This design comes from an exercise in tuning for small area, a short achievable clock period and few clock cycles per item on the open sky130 flow, not from production work. In this exercise RTL edits were held to simulation tests only and were not proved equivalent to the original.

==> flow/design.v <==
module ifft_top (
    input  wire        clk,
    input  wire        rst,
    input  wire        ifft_enable,
    input  wire [15:0] in_0_real,
    input  wire [15:0] in_1_real,
    input  wire [15:0] in_2_real,
    input  wire [15:0] in_3_real,
    input  wire [15:0] in_4_real,
    input  wire [15:0] in_5_real,
    input  wire [15:0] in_6_real,
    input  wire [15:0] in_7_real,
    input  wire [15:0] in_8_real,
    input  wire [15:0] in_9_real,
    input  wire [15:0] in_10_real,
    input  wire [15:0] in_11_real,
    input  wire [15:0] in_0_imag,
    input  wire [15:0] in_1_imag,
    input  wire [15:0] in_2_imag,
    input  wire [15:0] in_3_imag,
    input  wire [15:0] in_4_imag,
    input  wire [15:0] in_5_imag,
    input  wire [15:0] in_6_imag,
    input  wire [15:0] in_7_imag,
    input  wire [15:0] in_8_imag,
    input  wire [15:0] in_9_imag,
    input  wire [15:0] in_10_imag,
    input  wire [15:0] in_11_imag,
    output wire [15:0] ifft_out_real,
    output wire [15:0] ifft_out_imag,
    output wire        finish
);
  integer i;
  reg       busy;
  reg [4:0] t;
  reg       fin;
  wire      start = ~busy & ifft_enable;
  always @(posedge clk or negedge rst) begin
    if (!rst) begin
      busy <= 1'b0;
      t    <= 5'd0;
      fin  <= 1'b0;
    end else begin
      if (start) begin
        busy <= 1'b1;
        t    <= 5'd1;
      end else if (busy) begin
        t <= t + 5'd1;
        if (t == 5'd20) busy <= 1'b0;
      end
      fin <= busy & (t >= 5'd4) & (t <= 5'd19);
    end
  end
  assign finish = fin;
  localparam M_ID = 3'd0, M_J = 3'd1, M_T1 = 3'd2, M_T3 = 3'd3,
             M_W1 = 3'd4, M_W3 = 3'd5, M_W5 = 3'd6, M_W7 = 3'd7;
  wire [2:0] modeA2_r;
  wire       r0A_r, r1A_r, r2A_r, r3A_r, r2C_r, n8_r, sw4_r, n4_r, n4_i, bl_r, bp3_r;
  wire       jm_r, bp2_r, n0_r, t01_r, t12_r, t23_r, hsx_r, hsy_r, byB_r, byC_r, injA, injC;
  wire       hsx_i, hsy_i;
  wire [3:1] weC_r, weG_r;
  ifft_ctl u_ctl (
    .clk(clk), .rst(rst), .start(start), .busy(busy),
    .modeA2(modeA2_r), .r0A(r0A_r), .r1A(r1A_r), .r2A(r2A_r), .r3A(r3A_r), .r2C(r2C_r),
    .weC(weC_r), .weG(weG_r), .n8(n8_r), .sw4(sw4_r), .n4r(n4_r), .n4i(n4_i), .bl(bl_r),
    .bp3(bp3_r), .n0(n0_r), .t01(t01_r), .t12(t12_r), .t23(t23_r), .hsx(hsx_r),
    .hsy(hsy_r), .hsx2(hsx_i), .hsy2(hsy_i), .byB(byB_r), .byC(byC_r), .jm(jm_r), .bp2(bp2_r),
    .injA(injA), .injC(injC));
  wire [2:0] modeA2_i = modeA2_r;
  wire       r0A_i = r0A_r, r1A_i = r1A_r, r2A_i = r2A_r, r3A_i = r3A_r, r2C_i = r2C_r;
  wire       n8_i = n8_r, sw4_i = sw4_r, bl_i = bl_r, bp3_i = bp3_r;
  wire       jm_i = jm_r, bp2_i = bp2_r, n0_i = n0_r, t01_i = t01_r, t12_i = t12_r, t23_i = t23_r;
  wire       byB_i = byB_r, byC_i = byC_r;
  wire [3:1] weC_i = weC_r, weG_i = weG_r;
  reg [15:0] x0r, x0i, x4r, x4i, x8r, x8i;
  reg [15:0] ar[0:2], ai[0:2], br[0:2], bi[0:2], cr[0:2], ci[0:2];
  always @(posedge clk) begin
    if (!busy) begin
      x0r <= in_0_real;   x0i <= in_0_imag;
      x4r <= in_4_real;   x4i <= in_4_imag;
      x8r <= in_8_real;   x8i <= in_8_imag;
      ar[0] <= in_1_real;  ai[0] <= in_1_imag;
      ar[1] <= in_3_real;  ai[1] <= in_3_imag;
      ar[2] <= in_2_real;  ai[2] <= in_2_imag;
      br[0] <= in_5_real;  bi[0] <= in_5_imag;
      br[1] <= in_7_real;  bi[1] <= in_7_imag;
      br[2] <= in_6_real;  bi[2] <= in_6_imag;
      cr[0] <= in_9_real;  ci[0] <= in_9_imag;
      cr[1] <= in_11_real; ci[1] <= in_11_imag;
      cr[2] <= in_10_real; ci[2] <= in_10_imag;
    end else begin
      for (i = 0; i < 3; i = i + 1) begin
        ar[i] <= ar[(i+1)%3]; ai[i] <= ai[(i+1)%3];
        br[i] <= br[(i+1)%3]; bi[i] <= bi[(i+1)%3];
        cr[i] <= cr[(i+1)%3]; ci[i] <= ci[(i+1)%3];
      end
      if (injA) begin ar[2] <= gv_r; ai[2] <= gv_i; end
      if (injC) begin cr[0] <= gv_r; ci[0] <= gv_i; end
    end
  end
  wire        subA_r = r1A_r | r3A_r, subA_i = r1A_i | r3A_i;
  wire [15:0] uopr = r3A_r ? {ar[2][14:0], 1'b0} : ar[0] & {16{~r2A_r}};
  wire [15:0] uopi = r3A_i ? {ai[2][14:0], 1'b0} : ai[0] & {16{~r2A_i}};
  wire [15:0] wopr = (cr[0] ^ {16{subA_r}}) & {16{~r2A_r}};
  wire [15:0] wopi = (ci[0] ^ {16{subA_i}}) & {16{~r2A_i}};
  wire [15:0] vopr = (br[0] ^ {16{r0A_r}}) & {16{r0A_r | r2A_r}};
  wire [15:0] vopi = (bi[0] ^ {16{r0A_i}}) & {16{r0A_i | r2A_i}};
  wire [15:0] pre_r, pre_i;
  ifft_add3 #(16) u_prr (uopr, wopr, vopr, r0A_r, subA_r, pre_r);
  ifft_add3 #(16) u_pri (uopi, wopi, vopi, r0A_i, subA_i, pre_i);
  reg  [15:0] PBr, PBi;
  always @(posedge clk) begin
    PBr <= pre_r;
    PBi <= pre_i;
  end
  reg [4:0]  cre, cim;
  reg        hs_r, hs_i;
  always @(*) begin
    case (modeA2_r)
      M_W1:    begin cre = 5'b00_11_0; hs_r = 1'b0; end
      M_W3:    begin cre = 5'b11_00_0; hs_r = 1'b0; end
      M_W5:    begin cre = 5'b11_01_1; hs_r = 1'b0; end
      M_W7:    begin cre = 5'b01_11_1; hs_r = 1'b0; end
      M_T1:    begin cre = 5'b00_11_0; hs_r = 1'b1; end
      default: begin cre = 5'b01_11_1; hs_r = 1'b1; end  
    endcase
    case (modeA2_i)
      M_W1:    begin cim = 5'b10_00_0; hs_i = 1'b0; end
      M_W3:    begin cim = 5'b00_10_0; hs_i = 1'b0; end
      M_W5:    begin cim = 5'b00_11_1; hs_i = 1'b0; end
      M_W7:    begin cim = 5'b11_00_1; hs_i = 1'b0; end
      M_T1:    begin cim = 5'b10_00_0; hs_i = 1'b1; end
      default: begin cim = 5'b00_11_1; hs_i = 1'b1; end  
    endcase
  end
  wire byA2_r = (modeA2_r == M_ID) | (modeA2_r == M_J), jA2_r = (modeA2_r == M_J);
  wire byA2_i = (modeA2_i == M_ID) | (modeA2_i == M_J), jA2_i = (modeA2_i == M_J);
  reg [15:0] XRr, YRr, XRi, YRi;
  reg        zcr, zyr, zci, zyi;
  reg [3:0]  kreB, kimB, kreC, kimC;    
  always @(posedge clk) begin
    XRr <= byA2_r ? (jA2_r ? -PBi : PBr) : (cre[4] ? PBi : PBr) ^ {16{cre[3]}};
    YRr <= (cre[2] ? PBi : PBr) ^ {16{cre[1]}};
    zcr <= cre[0];
    zyr <= (modeA2_r == M_W5);
    XRi <= byA2_i ? (jA2_i ? PBr : PBi) : (cim[4] ? PBi : PBr) ^ {16{cim[3]}};
    YRi <= (cim[2] ? PBi : PBr) ^ {16{cim[1]}};
    zci <= cim[0];
    zyi <= (modeA2_i == M_W5) | (modeA2_i == M_T3);
    kreB <= {hs_r, cre[3], cre[1], cre[0]}; kimB <= {hs_i, cim[3], cim[1], cim[0]};
    kreC <= kreB; kimC <= kimB;
  end
  wire [25:0] s_re, c_re, s_im, c_im;
  wire [15:0] ZRr = (zyr ? YRr : XRr) & {16{zcr}};
  wire [15:0] ZRi = (zyi ? YRi : XRi) & {16{zci}};
  reg  [9:0]  klr, kli;    
  always @(*) begin
    case (kreB)
      4'd0: klr = 10'h0d1;
      4'd1: klr = 10'h0d2;
      4'd2: klr = 10'h258;
      4'd3: klr = 10'h259;
      4'd4: klr = 10'h083;
      4'd5: klr = 10'h084;
      4'd6: klr = 10'h20a;
      4'd7: klr = 10'h20b;
      4'd8: klr = 10'h16c;
      4'd9: klr = 10'h16d;
      4'd10: klr = 10'h040;
      4'd11: klr = 10'h041;
      4'd12: klr = 10'h040;
      4'd13: klr = 10'h041;
      4'd14: klr = 10'h314;
      4'd15: klr = 10'h315;
    endcase
  end
  always @(*) begin
    case (kimB)
      4'd0: kli = 10'h0d1;
      4'd1: kli = 10'h0d2;
      4'd2: kli = 10'h258;
      4'd3: kli = 10'h259;
      4'd4: kli = 10'h083;
      4'd5: kli = 10'h084;
      4'd6: kli = 10'h20a;
      4'd7: kli = 10'h20b;
      4'd8: kli = 10'h16c;
      4'd9: kli = 10'h16d;
      4'd10: kli = 10'h040;
      4'd11: kli = 10'h041;
      4'd12: kli = 10'h040;
      4'd13: kli = 10'h041;
      4'd14: kli = 10'h314;
      4'd15: kli = 10'h315;
    endcase
  end
  ifft_tw_comp u_re (.x(XRr), .y(YRr), .z(ZRr), .kl(klr), .hx(hsx_r), .hy(hsy_r), .s(s_re), .c(c_re));
  ifft_tw_comp u_im (.x(XRi), .y(YRi), .z(ZRi), .kl(kli), .hx(hsx_i), .hy(hsy_i), .s(s_im), .c(c_im));
  reg  [25:0] SRr, CRr, SRi, CRi;
  always @(posedge clk) begin
    SRr <= byB_r ? {XRr, 10'd0} : s_re;  CRr <= byB_r ? 26'd0 : c_re;
    SRi <= byB_i ? {XRi, 10'd0} : s_im;  CRi <= byB_i ? 26'd0 : c_im;
  end
  reg  [15:0] kpr, kpi;    
  always @(*) begin
    case ({byC_r, kreC})
      5'd0: kpr = 16'h2380;
      5'd1: kpr = 16'h2380;
      5'd2: kpr = 16'h2380;
      5'd3: kpr = 16'h2380;
      5'd4: kpr = 16'h2381;
      5'd5: kpr = 16'h2381;
      5'd6: kpr = 16'h2381;
      5'd7: kpr = 16'h2381;
      5'd8: kpr = 16'hefe0;
      5'd9: kpr = 16'hefe0;
      5'd10: kpr = 16'hefe1;
      5'd11: kpr = 16'hefe1;
      5'd12: kpr = 16'hefe1;
      5'd13: kpr = 16'hefe1;
      5'd14: kpr = 16'hefe1;
      5'd15: kpr = 16'hefe1;
      5'd16: kpr = 16'h0000;
      5'd17: kpr = 16'h0000;
      5'd18: kpr = 16'h0000;
      5'd19: kpr = 16'h0000;
      5'd20: kpr = 16'h0000;
      5'd21: kpr = 16'h0000;
      5'd22: kpr = 16'h0000;
      5'd23: kpr = 16'h0000;
      5'd24: kpr = 16'h0000;
      5'd25: kpr = 16'h0000;
      5'd26: kpr = 16'h0000;
      5'd27: kpr = 16'h0000;
      5'd28: kpr = 16'h0000;
      5'd29: kpr = 16'h0000;
      5'd30: kpr = 16'h0000;
      5'd31: kpr = 16'h0000;
    endcase
  end
  always @(*) begin
    case ({byC_i, kimC})
      5'd0: kpi = 16'h2380;
      5'd1: kpi = 16'h2380;
      5'd2: kpi = 16'h2380;
      5'd3: kpi = 16'h2380;
      5'd4: kpi = 16'h2381;
      5'd5: kpi = 16'h2381;
      5'd6: kpi = 16'h2381;
      5'd7: kpi = 16'h2381;
      5'd8: kpi = 16'hefe0;
      5'd9: kpi = 16'hefe0;
      5'd10: kpi = 16'hefe1;
      5'd11: kpi = 16'hefe1;
      5'd12: kpi = 16'hefe1;
      5'd13: kpi = 16'hefe1;
      5'd14: kpi = 16'hefe1;
      5'd15: kpi = 16'hefe1;
      5'd16: kpi = 16'h0000;
      5'd17: kpi = 16'h0000;
      5'd18: kpi = 16'h0000;
      5'd19: kpi = 16'h0000;
      5'd20: kpi = 16'h0000;
      5'd21: kpi = 16'h0000;
      5'd22: kpi = 16'h0000;
      5'd23: kpi = 16'h0000;
      5'd24: kpi = 16'h0000;
      5'd25: kpi = 16'h0000;
      5'd26: kpi = 16'h0000;
      5'd27: kpi = 16'h0000;
      5'd28: kpi = 16'h0000;
      5'd29: kpi = 16'h0000;
      5'd30: kpi = 16'h0000;
      5'd31: kpi = 16'h0000;
    endcase
  end
  wire [15:0] zsr = r2C_r ? ar[0] : 16'd0, zsi = r2C_i ? ai[0] : 16'd0;
  wire [10:0] plo_r = {1'b0, SRr[9:0]} + {1'b0, CRr[9:0]};
  wire [10:0] plo_i = {1'b0, SRi[9:0]} + {1'b0, CRi[9:0]};
  wire [15:0] gv_r, gv_i;
  ifft_add4 #(16) u_psr (SRr[25:10], CRr[25:10], kpr, zsr, plo_r[10], 1'b0, gv_r);
  ifft_add4 #(16) u_psi (SRi[25:10], CRi[25:10], kpi, zsi, plo_i[10], 1'b0, gv_i);
  wire [15:0] q0v_r, q0v_i;
  ifft_add3 #(16) u_q0r (ar[0], br[0], cr[0], 1'b0, 1'b0, q0v_r);
  ifft_add3 #(16) u_q0i (ai[0], bi[0], ci[0], 1'b0, 1'b0, q0v_i);
  wire [15:0] gar = jm_r ? ~ai[2] : x0r;
  wire [15:0] gai = jm_i ?  ar[2] : x0i;
  wire [15:0] gbr = jm_r ? ~ci[2] : x8r ^ {16{n8_r}};
  wire [15:0] gbi = jm_i ?  cr[2] : x8i ^ {16{n8_i}};
  wire [15:0] gcr = jm_r ?  bi[2] : (sw4_r ? x4i : x4r) ^ {16{n4_r}};
  wire [15:0] gci = jm_i ? ~br[2] : (sw4_i ? x4r : x4i) ^ {16{n4_i}};
  wire [15:0] g0v_r, g0v_i;
  ifft_add3 #(16) u_g0r (gar, gbr, gcr, n8_r | jm_r, n4_r | jm_r, g0v_r);
  ifft_add3 #(16) u_g0i (gai, gbi, gci, n8_i, n4_i | jm_i, g0v_i);
  reg  [15:0] G0r, G0i;
  always @(posedge clk) begin
    G0r <= g0v_r; G0i <= g0v_i;
  end
  reg [15:0] s1r, s1i, s2r, s2i, s3r, s3i;
  reg [15:0] g0r, g0i, g1r, g1i, g2r, g2i, g3r, g3i;
  always @(posedge clk) begin
    if (weG_r[1] | weC_r[1]) s1r <= weG_r[1] ? q0v_r : gv_r;
    if (weG_i[1] | weC_i[1]) s1i <= weG_i[1] ? q0v_i : gv_i;
    if (weG_r[2] | weC_r[2]) s2r <= weG_r[2] ? G0r : gv_r;
    if (weG_i[2] | weC_i[2]) s2i <= weG_i[2] ? G0i : gv_i;
    if (weG_r[3] | weC_r[3]) s3r <= weG_r[3] ? q0v_r : gv_r;
    if (weG_i[3] | weC_i[3]) s3i <= weG_i[3] ? q0v_i : gv_i;
    if (bl_r) begin
      g0r <= G0r; g1r <= s1r; g2r <= bp2_r ? q0v_r : s2r; g3r <= bp3_r ? gv_r : s3r;
    end else if (t12_r) begin
      g1r <= g1i; g2r <= ~g2r; g3r <= ~g3i;
    end else if (t01_r | t23_r) begin
      g1r <= ~g1r; g3r <= ~g3r;
    end
    if (bl_i) begin
      g0i <= G0i; g1i <= s1i; g2i <= bp2_i ? q0v_i : s2i; g3i <= bp3_i ? gv_i : s3i;
    end else if (t12_i) begin
      g1i <= ~g1r; g2i <= ~g2i; g3i <= g3r;
    end else if (t01_i | t23_i) begin
      g1i <= ~g1i; g3i <= ~g3i;
    end
  end
  wire [15:0] o_r, o_i;
  ifft_add4 #(16) u_or (g0r, g2r, g1r, g3r, n0_r, n0_r, o_r);
  ifft_add4 #(16) u_oi (g0i, g2i, g1i, g3i, n0_i, n0_i, o_i);
  reg  [15:0] OR, OI;
  always @(posedge clk) begin
    OR <= o_r; OI <= o_i;
  end
  assign ifft_out_real = OR;
  assign ifft_out_imag = OI;
endmodule
module ifft_tw_comp (
    input  wire [15:0] x,
    input  wire [15:0] y,
    input  wire [15:0] z,
    input  wire [9:0]  kl,       
    input  wire        hx,       
    input  wire        hy,       
    output wire [25:0] s,
    output wire [25:0] c
);
  function [25:0] t(input [15:0] v, input integer k);
    t = {10'd0, ~v[15], v[14:0]} << k;
  endfunction
  wire [15:0] nx = ~x, ny = ~y;
  wire [15:0] xg = hx ? x : 16'd0;
  wire [15:0] yg = hy ? ny : 16'd0;
  wire [25:0] o0  = t(x, 10) | {16'd0, kl};
  wire [25:0] o1  = t(nx, 6);
  wire [25:0] o5  = t(y, 9);
  wire [25:0] o10 = t(z, 0);
  wire [25:0] o2  = hx ? t(nx, 8) : t(nx, 4);
  wire [25:0] o3  = hx ? t(x, 4)  : t(x, 1);
  wire [25:0] o4  = t(xg, 2);
  wire [25:0] o6  = hy ? t(y, 8)  : t(ny, 7);
  wire [25:0] o7  = hy ? t(ny, 5) : t(y, 3);
  wire [25:0] o8  = hy ? t(ny, 3) : t(ny, 0);
  wire [25:0] o9  = t(yg, 2);
  wire [25:0] a1, b1, a2, b2;
  ifft_csa l0a (o0, o1, o5, a1, b1);
  ifft_csa l0b (a1, b1, o10, a2, b2);
  wire [25:0] s1a, c1a, s1b, c1b, s1c, c1c;
  ifft_csa l1a (o2, o3, o4, s1a, c1a);
  ifft_csa l1b (o6, o7, o8, s1b, c1b);
  ifft_csa l1c (o9, a2, b2, s1c, c1c);
  wire [25:0] s2a, c2a, s2b, c2b;
  ifft_csa l2a (s1a, c1a, s1b, s2a, c2a);
  ifft_csa l2b (c1b, s1c, c1c, s2b, c2b);
  wire [25:0] s3, c3;
  ifft_csa l3 (s2a, c2a, s2b, s3, c3);
  ifft_csa l4 (s3, c3, c2b, s, c);
endmodule
module ifft_add3 #(parameter W = 16) (
    input  wire [W-1:0] a,
    input  wire [W-1:0] b,
    input  wire [W-1:0] d,
    input  wire         ci1,
    input  wire         ci2,
    output wire [W-1:0] y
);
  wire [W-1:0] s = a ^ b ^ d;
  wire [W-1:0] m = (a & b) | (a & d) | (b & d);
  assign y = s + {m[W-2:0], ci1} + {{(W-1){1'b0}}, ci2};
endmodule
module ifft_add4 #(parameter W = 16) (
    input  wire [W-1:0] a,
    input  wire [W-1:0] b,
    input  wire [W-1:0] d,
    input  wire [W-1:0] e,
    input  wire         ci1,
    input  wire         ci2,
    output wire [W-1:0] y
);
  wire [W-1:0] s1 = a ^ b ^ d;
  wire [W-1:0] m1 = (a & b) | (a & d) | (b & d);
  wire [W-1:0] c1 = {m1[W-2:0], ci1};
  wire [W-1:0] s2 = s1 ^ c1 ^ e;
  wire [W-1:0] m2 = (s1 & c1) | (s1 & e) | (c1 & e);
  assign y = s2 + {m2[W-2:0], ci2};
endmodule
module ifft_csa (
    input  wire [25:0] a,
    input  wire [25:0] b,
    input  wire [25:0] d,
    output wire [25:0] s,
    output wire [25:0] c
);
  assign s = a ^ b ^ d;
  wire [25:0] m = (a & b) | (a & d) | (b & d);
  assign c = {m[24:0], 1'b0};
endmodule
module ifft_ctl (
    input  wire       clk,
    input  wire       rst,
    input  wire       start,
    input  wire       busy,
    output reg  [2:0] modeA2,      
    output reg        r0A, r1A, r2A, r3A,    
    output reg        r2C,         
    output reg  [3:1] weC,         
    output reg  [3:1] weG,         
    output reg        n8, sw4, n4r, n4i,  
    output reg        bl, bp3,     
    output reg        n0, t01, t12, t23,      
    output reg        hsx, hsy, hsx2, hsy2,   
    output reg        byB, byC,    
    output reg        jm,          
    output reg        bp2,         
    output reg        injA, injC   
);
  localparam M_ID = 3'd0, M_J = 3'd1, M_T1 = 3'd2, M_T3 = 3'd3,
             M_W1 = 3'd4, M_W3 = 3'd5, M_W5 = 3'd6, M_W7 = 3'd7;
  reg [4:0] tc;
  always @(posedge clk or negedge rst) begin
    if (!rst)       tc <= 5'd0;
    else if (start) tc <= 5'd1;
    else if (busy)  tc <= tc + 5'd1;
  end
  wire [4:0] tp = busy ? tc : 5'd0;
  reg [2:0] modeN;
  always @(*) begin
    case (tp)
      5'd0:  modeN = M_T1; 5'd1:  modeN = M_T3;
      5'd2:  modeN = M_T1; 5'd3:  modeN = M_W1; 5'd4:  modeN = M_W3;
      5'd5:  modeN = M_T3; 5'd6:  modeN = M_W5; 5'd7:  modeN = M_W7;
      5'd9:  modeN = M_J;  5'd10: modeN = M_T1; 5'd11: modeN = M_T3;
      default: modeN = M_ID;
    endcase
  end
  wire [1:0] kn = tp[1:0] + 2'd1;           
  reg  [2:0] modeA;
  reg        r2B1, r2B2, hq, hq2;
  reg  [3:1] weB1, weB2;
  always @(posedge clk) begin
    modeA  <= modeN;
    modeA2 <= modeA;
    r0A  <= (tp <= 5'd1);
    r1A  <= (tp >= 5'd2)  & (tp <= 5'd4);
    r2A  <= (tp >= 5'd5)  & (tp <= 5'd7);
    r3A  <= (tp >= 5'd9)  & (tp <= 5'd11);
    r2B1 <= (tp >= 5'd6)  & (tp <= 5'd8);
    r2B2 <= r2B1;
    r2C  <= r2B2;
    weB1[1] <= (tp == 5'd1) | (tp == 5'd7) | (tp == 5'd11);
    weB1[2] <= (tp == 5'd6) | (tp == 5'd10);
    weB1[3] <= (tp == 5'd2) | (tp == 5'd8) | (tp == 5'd12);
    weB2 <= weB1;
    weC  <= weB2;
    weG[1] <= (tp == 5'd0);
    weG[2] <= (tp == 5'd4);
    weG[3] <= (tp == 5'd1);
    jm   <= (tp == 5'd3);
    n8   <= (tp == 5'd9) | (tp == 5'd13);
    sw4  <= (tp == 5'd9) | (tp == 5'd13);
    n4r  <= (tp == 5'd5) | (tp == 5'd9);
    n4i  <= (tp == 5'd5) | (tp == 5'd13);
    bl   <= (tp == 5'd2) | (tp == 5'd6) | (tp == 5'd10) | (tp == 5'd14);
    bp3  <= (tp == 5'd10) | (tp == 5'd14);
    bp2  <= (tp == 5'd2);
    injA <= (tp >= 5'd5) & (tp <= 5'd7);
    injC <= (tp >= 5'd8) & (tp <= 5'd10);
    n0   <= (kn != 2'd0);
    t01  <= (kn == 2'd0);
    t12  <= (kn == 2'd1);
    t23  <= (kn == 2'd2);
    hsx  <= (modeA2 == M_T1) | (modeA2 == M_T3);
    hq   <= (modeA == M_T1) | (modeA == M_T3);
    hsy  <= hq;
    hsx2 <= (tp == 5'd2) | (tp == 5'd3) | (tp == 5'd4) | (tp == 5'd7) | (tp == 5'd12) | (tp == 5'd13);
    hq2  <= (tp == 5'd1) | (tp == 5'd2) | (tp == 5'd3) | (tp == 5'd6) | (tp == 5'd11) | (tp == 5'd12);
    hsy2 <= hq2;
    byB  <= (modeA2 == M_ID) | (modeA2 == M_J);
    byC  <= byB;
  end
endmodule
==> flow/run.sh <==
#!/bin/bash
# synth_recipe.tcl (not shown) runs the flow's synth.tcl, then flattens the netlist and writes it again
# the make line also repeats each setting of config.mk as NAME=value (left out here)
make -C /OpenROAD-flow-scripts/flow DESIGN_CONFIG=/design/flow/config.mk WORK_HOME=/design/flow/orfs CLKGATE_MAP_FILE= SYNTH_SCRIPT=/design/flow/synth_recipe.tcl finish
==> flow/config.mk <==
export PLATFORM = sky130hd
export DESIGN_NAME = ifft_top
export DESIGN_NICKNAME = ifft_top
export VERILOG_FILES = /design/flow/design.v
export SDC_FILE = /design/flow/constraint.sdc
export NUM_CORES = 4
export LEC_CHECK = 0
export CAP_MARGIN = 20
export CORE_MARGIN = 2
export CORE_UTILIZATION = 40
export SLEW_MARGIN = 20
==> flow/constraint.sdc <==
create_clock -name core_clock -period 13.6 [get_ports {clk}]
set_input_delay 2.7200 -clock core_clock [delete_from_list [all_inputs] [get_ports {clk}]]
set_output_delay 2.7200 -clock core_clock [all_outputs]
set_load 0.01 [all_outputs]
==> flow_summary.toml <==
[global_route]
grt_max_degree = 84
grt_pass1_vias = 43300
overflow = 0
grtUsageTotal_pct = 27.0
grt_pass1_wl_mm = 298
antenna_found_initial = 24

[layout]
area_growth_pct = 16.6
fillerInstances = 13700
finalNetCount = 7154
final_cell_area_um2 = 69000
drive_above_1_share_pct = 10.1

[worst_setup_path]
critical_path_arrival_ps = 6100
critPathLaunchType = "flip-flop"
worstReg2RegStart = "SRi[3]$_SDFF_PP0_"
reg2reg_setup_slack_ps = 7970
crit_type = "flip-flop to flip-flop"
crit_fanout = 6
cpPeakStageDelay_ps = 810
required_ps = 14070
crit_top_cell = "a21o_1"
path_cells = "ha_1 > a31o_2 > a21o_1 > a21o_1 > a21o_1 > a21oi_1 > nor2_1 > a211oi_1 > fa_1 > inv_1 > ha_1 > inv_1 > fa_1 > nor2b_1 > o31a_1 > o21ai_1 > a21oi_1 > and4_1 > nor3_2 > mux2i_1"
setup.worst_path.start = "SRi[3]$_SDFF_PP0_"
end_kind = "flip-flop"
slowest_stage = "a211oi_1"

[clock_network]
cts.reportedPaths.clkPinSlew_ps = 60
ctsHtreeMaxLevel = 3
cts_resized = 0
numCtsBuffers = 108
ctsRootBufferMaster = "clkbuf_16"
cts_tree = "done"
clk_path_buf_depth = 3
post_cts_buffers = 0
postCtsHoldBufs = 0
cts_sinks = 952
clock_latency_ps = 760

[route]
detail-route-antenna-nets = 0
routed_wl_mm = 205
viasPerCell = 5.39
drtIter0Drc = 3968
firstDrtPassIters = 6
vias = 43200
drc = 0
wl_per_cell_um = 25.6

[yosys]
synth_cells = 5666
synth_area_um2 = 59200
synth_top_area_share_pct = 21.0
avgSynthCellArea_um2 = 10.4
synth_commonest_cells = "inv_1 (636), dfxtp_1 (620), fa_1 (502)"
yosysMostFrequentCell = "inv_1"
ys_types = 88
ys_top_cells_by_area = "dfxtp_1 (21%), fa_1 (17%), edfxtp_1 (16%)"
yosys_warnings = 15
synth_top_flop_cell = "dfxtp_1"
yosys.area.top_type = "dfxtp_1"
ys_ff_latch = 952
synth_edf_count = 320
yosysSeqAreaShare_pct = 37.7
async_reset_ff_share_pct = 1.26

[place]
dpl_cell_area_um2 = 65200
gp_congestion = 0.960
dpl.hpwl_mm = 165
numPortBuffers = 419

[timing]
slew_viol_final = 0
slew_headroom_pct = 16.6
worst_pin_slew_ps = 1250
timing.final.hold_violations = 0
max_freq_mhz = 178
setup_viol_count_final = 0
rsz0062_at_grt = "false"
finClkSkew_ps = 44.8
fin_crit_ps = 5630
finalCritPeriodShare_pct = 41.4
fin_setup_tns_ps = 0

[floorplan]
die_area_um2 = 151000
num_rows = 141
ios = 420
initial_utilization_pct = 40.2
coreArea_um2 = 147000
die_x_um = 389
chipHeight_um = 389

[min_path]
min_from = "u_ctl.modeA[0]$_SDFF_PP0_"
min_path_type = "flip-flop to flip-flop"

[flow_run]
drv_cap = 0

[run_status]
status = "no timing/DRC/antenna violations"
## cells by family (layout without fill, tap and decap cells)
| family | Yosys count | count (layout) | synth area share, % |
|---|---|---|---|
| and+or+nand+nor | 1217 | 1217 | 9.41 |
| AOI/OAI and AO/OA | 984 | 984 | 10.1 |
| DFF | 952 | 952 | 37.7 |
| buffers and inverters | 896 | 1312 | 5.75 |
| adders and majority gates | 777 | 777 | 22.8 |
| muxes | 558 | 558 | 10.2 |
| xor gates and xnor gates | 280 | 280 | 4.14 |
| other | 2 | 11 | 0.0127 |
## state kept, by name, summed over array words and instances (netlist names), 24 cells and up
name	count
CRi	24
ar	48
CRr	24
ai	48
ci	48
bi	48
SRi	24
SRr	24
cr	48
br	48
## per-stage QoR
step,setup WS [ps],std cells,hold WS (ps),utilization (%)
6_report,7970,8021,329,46.9
5_1_grt,7630,8015,330,46.8
4_1_cts,7970,8014,331,46.8
3_5_place_dp,7940,7809,315,44.3
3_3_place_gp,8000,7809,310,44.3
2_1_floorplan,9210,5669,310,-
## worst paths after layout
path,to,depth (start not counted)
setup reg to reg,s3i[15]$_DFFE_PP_,20
max in group asynchronous,busy$_DFF_PN0_,1
min in group asynchronous,t[1]$_DFFE_PN0P_,1
setup / recovery,s3i[15]$_DFFE_PP_,20
hold reg to reg,u_ctl.modeA2[0]$_DFF_P_,0
hold / removal,u_ctl.modeA2[0]$_DFF_P_,0
## layout by cell type (no fill, tap or decap), types with 124 or more instances in the layout
cell type        count
nor2b_1            142
xnor2_1            154
nor2_1             360
fa_1               502
nand2_1            449
inv_1              636
clkdlybuf4s50_1    419
mux2_2             340
dfxtp_1            605
a21oi_1            283
mux2i_1            218
o21ai_0            323
ha_1               275
edfxtp_1           320
xor2_1             124
## area by class of cell
| class | instances | area, um^2 | area share (%) |
|---|---|---|---|
| Sequential cell | 952 | 22400 | 32.4 |
| Clock inverter | 43 | 510 | 0.740 |
| Antenna cell | 6 | 15.0 | 0.0218 |
| Inverter | 640 | 2410 | 3.49 |
| Multi-Input combinational cell | 3821 | 33500 | 48.6 |
| Timing Repair Buffer | 467 | 4570 | 6.62 |
| Tap cell | 1930 | 2410 | 3.50 |
| Clock buffer | 162 | 3230 | 4.68 |
## routing by layer
| metal | track usage [%] | routed length, um | up-vias |
|---|---|---|---|
| met2 | 43.1 | 94400 | 1791 |
| met1 | 35.1 | 84200 | 21300 |
| met3 | 5.36 | 16100 | 398 |
| met5 | 0 | 161 | - |
| met4 | 12.9 | 10700 | 26 |
| li1 | - | - | 19700 |
## critical path: cells and delay by family (launching register included)
family,cells,cell delay (ps)
DFF,1,300
buffers and inverters,2,150
AOI/OAI and AO/OA,9,2570
and+or+nand+nor,4,1130
adders and majority gates,4,1060
muxes,1,150
Testbench counts, summed over its fixed seeds: cycles 10,752, items 512.

==> what the ideal ports hide <==
In the flow no input, the clock included, has a driving cell. The finished layout below was timed again as built, in two steps.
Step 1, drivers: a clkbuf_16 drives clk and a buf_2 each remaining input, both assumed.
Step 2 times the ports against the registers' clock, not the clock port: input delays grow and output delays shrink by t, the midpoint of the rising clock arrivals with the driver on.
a / b / c = ideal ports / drivers / drivers and shift; a / b = the first two.
shift t [ns]: 0.817
setup slack, ns: 7.970 / 7.970 / 7.970
worst setup path after step 2: register to register
worst data-port slew with drivers (ns): 0.13
cell pins on the clock port's net: 1
After both steps this run still meets setup and hold. For this run, drivers alone change the setup slack by 0.000 ns; drivers and shift together by 0.000 ns.
